This design comes from an exercise in tuning for small area and a short achievable clock period on the open sky130 flow, not from production work. Function was checked by simulation only, so behaviour that the tests miss may differ from the original. Power and IR drop assume default switching activity.

==> flow/design.v <==
module registerNbits #(parameter N = 32) (clk,reset,en, inp, out);
	input clk,reset,en;
	output reg [N-1:0] out;
	input [N-1:0] inp;
	always @(posedge clk)
		begin
			if (reset) 
				out <= 'b0;
			else if(en)
				out <= inp;
		end
endmodule
module FloatingPointMultiplierSingle (clk,reset,en,inputA,inputB,result, OF);
input clk,reset,en;
input [32-1:0] inputA, inputB;
output [32-1:0] result;
output OF;
wire [32-1:0] A_reg;
wire [32-1:0] B_reg;
wire [32-1:0] out;
registerNbits #(32) regA (clk,reset,en,inputA, A_reg);
registerNbits #(32) regB (clk,reset,en,inputB, B_reg);
FloatingPointMultiplier 
FloatingPointMultiplier_dut (
  .A (A_reg),
  . B (B_reg),
  .O (out),
  .OF  ( OF)
);
registerNbits #(32) outReg (clk,reset,en,out,result);
endmodule
module FloatingPointMultiplier (A, B, O, OF);
  input [31:0] A, B;
  output [31:0] O;
  output OF;
  wire [7:0] a_exponent;
  wire [23:0] a_mantissa;
  wire [7:0] b_exponent;
  wire [23:0] b_mantissa;
  wire isNormalised;
  wire [47:0] o_mantissa_normalised;
  wire [23:0] O_final_mantessa;
  wire o_sign;
  wire [7:0]  o_exponent; 
  wire o_carry_exponent;
  wire [47:0] o_mantissa;
  wire zf;
  wire inf;
  wire nan;
  wire a_sign;
  wire b_sign;
  assign a_sign = A[31];
  assign a_exponent = A[30:23]; 
  assign a_mantissa = {1'b1,A[22:0]};
  assign b_sign = B[31];
  assign b_exponent = B[30:23];
  assign b_mantissa = {1'b1,B[22:0]};
  assign round = |o_mantissa[22:0];
  assign o_mantissa = a_mantissa * b_mantissa;
  assign {o_carry_exponent,o_exponent} = a_exponent + b_exponent - 8'd127 + isNormalised;
  assign o_sign = A[31] ^ B[31];
  assign isNormalised = o_mantissa[47] ? 1'b1 : 1'b0;
  assign o_mantissa_normalised = isNormalised ? o_mantissa : o_mantissa << 1;
  assign O_final_mantessa = o_mantissa_normalised[46:24] + (o_mantissa_normalised[23] & round); 					 
  assign zf = ((a_mantissa[22:0] == 23'b0 && a_exponent==8'b0) || (b_mantissa[22:0] == 23'b0 && b_exponent==8'b0)) ? 1'b1 :  1'b0;
  assign inf = ((a_mantissa[22:0] == 23'b0 && a_exponent==8'hff) || (b_mantissa[22:0] == 23'b0 && b_exponent==8'hff)) ? 1'b1 :  1'b0;
  assign nan = (zf & inf)||((a_mantissa[22:0] != 23'b0 && a_exponent==8'hff) || (b_mantissa[22:0] != 23'b0 && b_exponent==8'hff)) ;
  assign O[31] = o_sign;
  assign O[30:23] = nan?8'hff:
         zf ? 0 :
         inf ? 8'hff:
         o_exponent;
  assign O[22:0] = nan ? 23'b1111_1111_1111_1111_1111_111:
         zf ? 0 :
         inf ? 23'b0:
         O_final_mantessa[22:0];
  assign OF = (inf|zf|nan)?0: o_carry_exponent;
endmodule
==> flow/run.sh <==
#!/bin/bash
# synth_recipe.tcl (not shown) runs the flow's synth.tcl, then flattens the netlist and writes it again
# the make line also repeats each setting of config.mk as NAME=value (left out here)
make -C /OpenROAD-flow-scripts/flow DESIGN_CONFIG=/design/flow/config.mk WORK_HOME=/design/flow/orfs CLKGATE_MAP_FILE= SYNTH_SCRIPT=/design/flow/synth_recipe.tcl finish
==> flow/config.mk <==
export PLATFORM = sky130hd
export DESIGN_NAME = FloatingPointMultiplierSingle
export DESIGN_NICKNAME = FloatingPointMultiplierSingle
export VERILOG_FILES = /design/flow/design.v
export SDC_FILE = /design/flow/constraint.sdc
export NUM_CORES = 4
export LEC_CHECK = 0
export CAP_MARGIN = 20
export CORE_MARGIN = 2
export CORE_UTILIZATION = 45
export SLEW_MARGIN = 20
==> flow/constraint.sdc <==
create_clock -name core_clock -period 11.0 [get_ports {clk}]
set_input_delay 2.2000 -clock core_clock [delete_from_list [all_inputs] [get_ports {clk}]]
set_output_delay 2.2000 -clock core_clock [all_outputs]
set_load 0.01 [all_outputs]
==> run_results.csv <==
group,metric,value,unit
synthesis,synth-edff-count,0,
routing,drtAntennaViolNets,0,
synthesis,synth.distinct_cells,88,
timing,final.setup.tns,0,ps
global_routing,grt_pass1_wl,116.5,mm
power_and_ir_drop,p_leak,13.45,nW
run_status,outcome,"complete, no violations",
timing,max_freq,94.62,MHz
placement,post_dp_cell_area,0.02698,mm^2
worst_setup_path,endpoint,"OF",
worst_setup_path,worstPathArrival,8370,ps
routing,drc,0,
min_path,whs_path_depth,2,
synthesis,syn_area_per_cell,8.604,um^2
placement,routabilityCongestion,0.9181,
clock_network,clock_sinks,96,
final_layout,fill_cells,5153,
floorplan,io_pins,100,
worst_setup_path,crit_path_end_kind,"output pin",
floorplan,core,0.05360,mm^2
final_layout,final_nets,3712,
global_routing,antenna_found_initial,1,
timing,slew_violations,0,
routing,route.met2.wl,35.07,mm
synthesis,ys_seq_area_share,7.915,%
synthesis,synth_most_common_cell,"inv_1",
routing,vias_per_cell,5.351,
routing,drt_pass1_iterations,5,
timing,layout_min_cycle_time,10570,ps
placement,dp.final_hpwl,61.54,mm
synthesis,synth-seq-cells,96,
global_routing,grtUsageTotal,27.04,%
power_and_ir_drop,p_seq_share,15.4,%
floorplan,row_count,85,
final_layout,drive_above_1_share,10.28,%
power_and_ir_drop,clock_power_share,12.6,%
floorplan,start_util,45.30,%
clock_network,htreeDepth,3,
worst_setup_path,worstReg2RegStart,"regA.out[5]",
worst_setup_path,start_kind,"register",
timing,hold_viol,0,
power_and_ir_drop,p_per_area,101.7,mW/mm^2
timing,grt_setup_unrepaired,"no",
clock_network,clockBufferDepth,2,
final_layout,fin_util,51.51,%
clock_network,tritoncts,"done",
synthesis,synth_top_area_share,39.82,%
power_and_ir_drop,combPwrFrac,71.9,%
global_routing,grt_overflow_total,0,
routing,highest_layer,"met4",
synthesis,synth_top_cell_by_area,"fa_1",
synthesis,ys_top_cells_by_count,"inv_1 (585), fa_1 (483), nand2_1 (353)",
power_and_ir_drop,power,2.809,mW
floorplan,fp.dieArea,0.05583,mm^2
worst_setup_path,ff2ff_path_depth,31,
routing,num_vias,19650,
worst_setup_path,cp_max_fo,7,
floorplan,die-width,236.3,um
min_path,hold_class,"reg -> reg",
synthesis,synth_cells,2822,
final_layout,synthToLayoutAreaGrowth,13.72,%
clock_network,cts_buffers,9,
timing,skew,21.75,ps
floorplan,die_height,236.3,um
final_layout,fin_area,0.02761,mm^2
worst_setup_path,path_common_cell,"fa_1",
clock_network,clkTransAtPathRegs,90,ps
worst_setup_path,critPathRequiredTime,8800,ps
flow_run,max_cap_viol_count,0,
worst_setup_path,critPathSlowestCell,"fa_1",
power_and_ir_drop,p_int,1.391,mW
routing,drtIter0Drc,1254,
power_and_ir_drop,p_sw,1.418,mW
routing,wl,72.58,mm
worst_setup_path,r2r_end,"outReg.out[22]",
worst_setup_path,cpPeakStageDelay,550,ps
synthesis,yosysWarnings,2,
worst_setup_path,crit_type,"reg -> out",
placement,portBuffers,99,
clock_network,root_buffer,"clkbuf_16",
routing,wl_per_cell,19.76,um
global_routing,grt_max_degree,73,
min_path,hp-start,"outReg.out[7]",
synthesis,ys_top_cells_by_area,"fa_1 (40%), ha_1 (9.8%), inv_1 (9.0%)",
synthesis,synthArstFlopShare,0,%
synthesis,synth_area,0.02428,mm^2
timing,post-route-period-util,96.08,%
timing,tightest_slew,1057,ps
global_routing,grt_pass1_vias,21260,
timing,finalSetupViolCount,0,
routing,met1Wirelength,30.38,mm
clock_network,clk_latency,400,ps
power_and_ir_drop,sw_frac_of_total,50.48,%
routing,wl_met3,4.048,mm
worst_setup_path,r2r_slack,1860,ps
timing,relSlewSlack,28.91,%
synthesis,syn-num-nets,3562,
power_and_ir_drop,ir_drop,0.0001019,V
synthesis,ys.flop_type,"dfxtp_1",
final_layout,antenna_cells,0,
worst_setup_path,crit_start,"regA.out[10]",
## power groups by stage
stage | sequential [mW] | clock, mW | combinational, mW
finish | 0.434 | 0.355 | 2.02
global route | 0.439 | 0.375 | 2.26
CTS | 0.434 | 0.369 | 1.99
detailed placement | 0.441 | 0 | 1.97
global placement | 0.439 | 0 | 1.96
floorplan | 0.430 | 0 | 1.27
## logic make-up (layout without fill, tap and decap cells)
group | after synthesis | count (layout) | synth area share, %
muxes | 77 | 77 | 3.179
DFF | 96 | 96 | 7.915
adders and majority gates | 673 | 673 | 49.61
AOI/OAI and AO/OA | 271 | 271 | 7.529
xor gates and xnor gates | 51 | 51 | 1.871
and+or+nand+nor | 910 | 910 | 18.13
buffers and inverters | 744 | 899 | 11.76
## state kept, by name, summed over array words and instances (netlist names)
name        count
regA.out       32
regB.out       32
outReg.out     32
## cell type report
| class | instances | area, um^2 | share of cell area [%] |
|---|---|---|---|
| repair buffers | 295 | 2582 | 9.353 |
| well taps | 696 | 870.8 | 3.154 |
| clock buffers | 9 | 225.2 | 0.8156 |
| inverters | 588 | 2218 | 8.034 |
| clock inverters | 7 | 75.07 | 0.2719 |
| multi-input cells | 1982 | 19660 | 71.19 |
| flip-flops and latches | 96 | 1984 | 7.187 |
## timing repair
action / 4_1_cts / 5_1_grt
gates resized for setup: 25 / 67
pin swaps: 5 / 35
setup buffers: 0 / 9
endpoints found under the setup margin: 1 / 1
hold buffers: 0 / 0
hold endpoints to repair: 0 / 0
## per-stage QoR
stage,instances,setup slack [ps],hold WS (ps)
floorplan,2822,31.94,482.2
global placement,3648,-129.3,466.2
detailed placement,3648,-222.8,466.3
CTS,3664,51.49,478.5
global route,3673,31.07,511.3
finish,3673,431.6,476.5
## layer usage
metal	up-vias	global-route usage, %
met5	-	0
met2	560	45.28
li1	8969	-
met1	9980	34.56
met4	0	10.64
met3	145	5.149
## worst min-delay path by stage
stage                     slack (ps)              to
after floorplan                  480    regA.out[31]
after global placement           470  outReg.out[11]
after detailed placement         470   outReg.out[7]
after CTS                        480   outReg.out[7]
after global routing             510   outReg.out[7]
final                            480   outReg.out[7]
## worst max-delay path, delay by kind of cell (launching register included)
kind,cells,cell delay [ps]
fa+ha+maj,10,4370
compound gates,10,1080
flops,1,360
buf+inv,10,970
simple gates,6,1020
xor+xnor,1,150
## cell usage in the layout (no fill, tap or decap), types with 20 or more instances in the layout
master           Yosys  layout
buf_4                4     179
dfxtp_2              0      20
clkdlybuf4s50_1      0      96
nor3_1              30      29
xnor2_1             32      32
nor2_1             165     163
fa_1               483     481
inv_1              585     582
a21oi_1             69      61
o21ai_0             47      44
nand3_1             26      25
dfxtp_1             96      66
ha_1               190     184
nor4_1              27      27
mux2i_1             76      76
and2_1             231     229
nand2_1            353     352

-- afterwards: timing with drivers on the ports --
How much do the figures lean on ideal ports? The routed layout below was timed once more, with nothing changed but the port constraints. Step 1: set_driving_cell puts a clkbuf_16 on clk and a buf_2 on each other input, an assumption about the parent block. Step 2, shift: input delay + t, output delay - t, t = (earliest + latest rising clock arrival at the registers) / 2. This alone moves slack from input paths to output paths. Three values: ideal, step 1, step 2; two values: the first two.
t, ns: 0.443
slack for setup (ns): 0.432 / 0.379 / 0.822
worst data-port slew with drivers (ns): 0.07
After both steps setup and hold are still met in this run. The setup slack of this run moves by -0.053 ns with the drivers and by +0.390 ns with both steps.
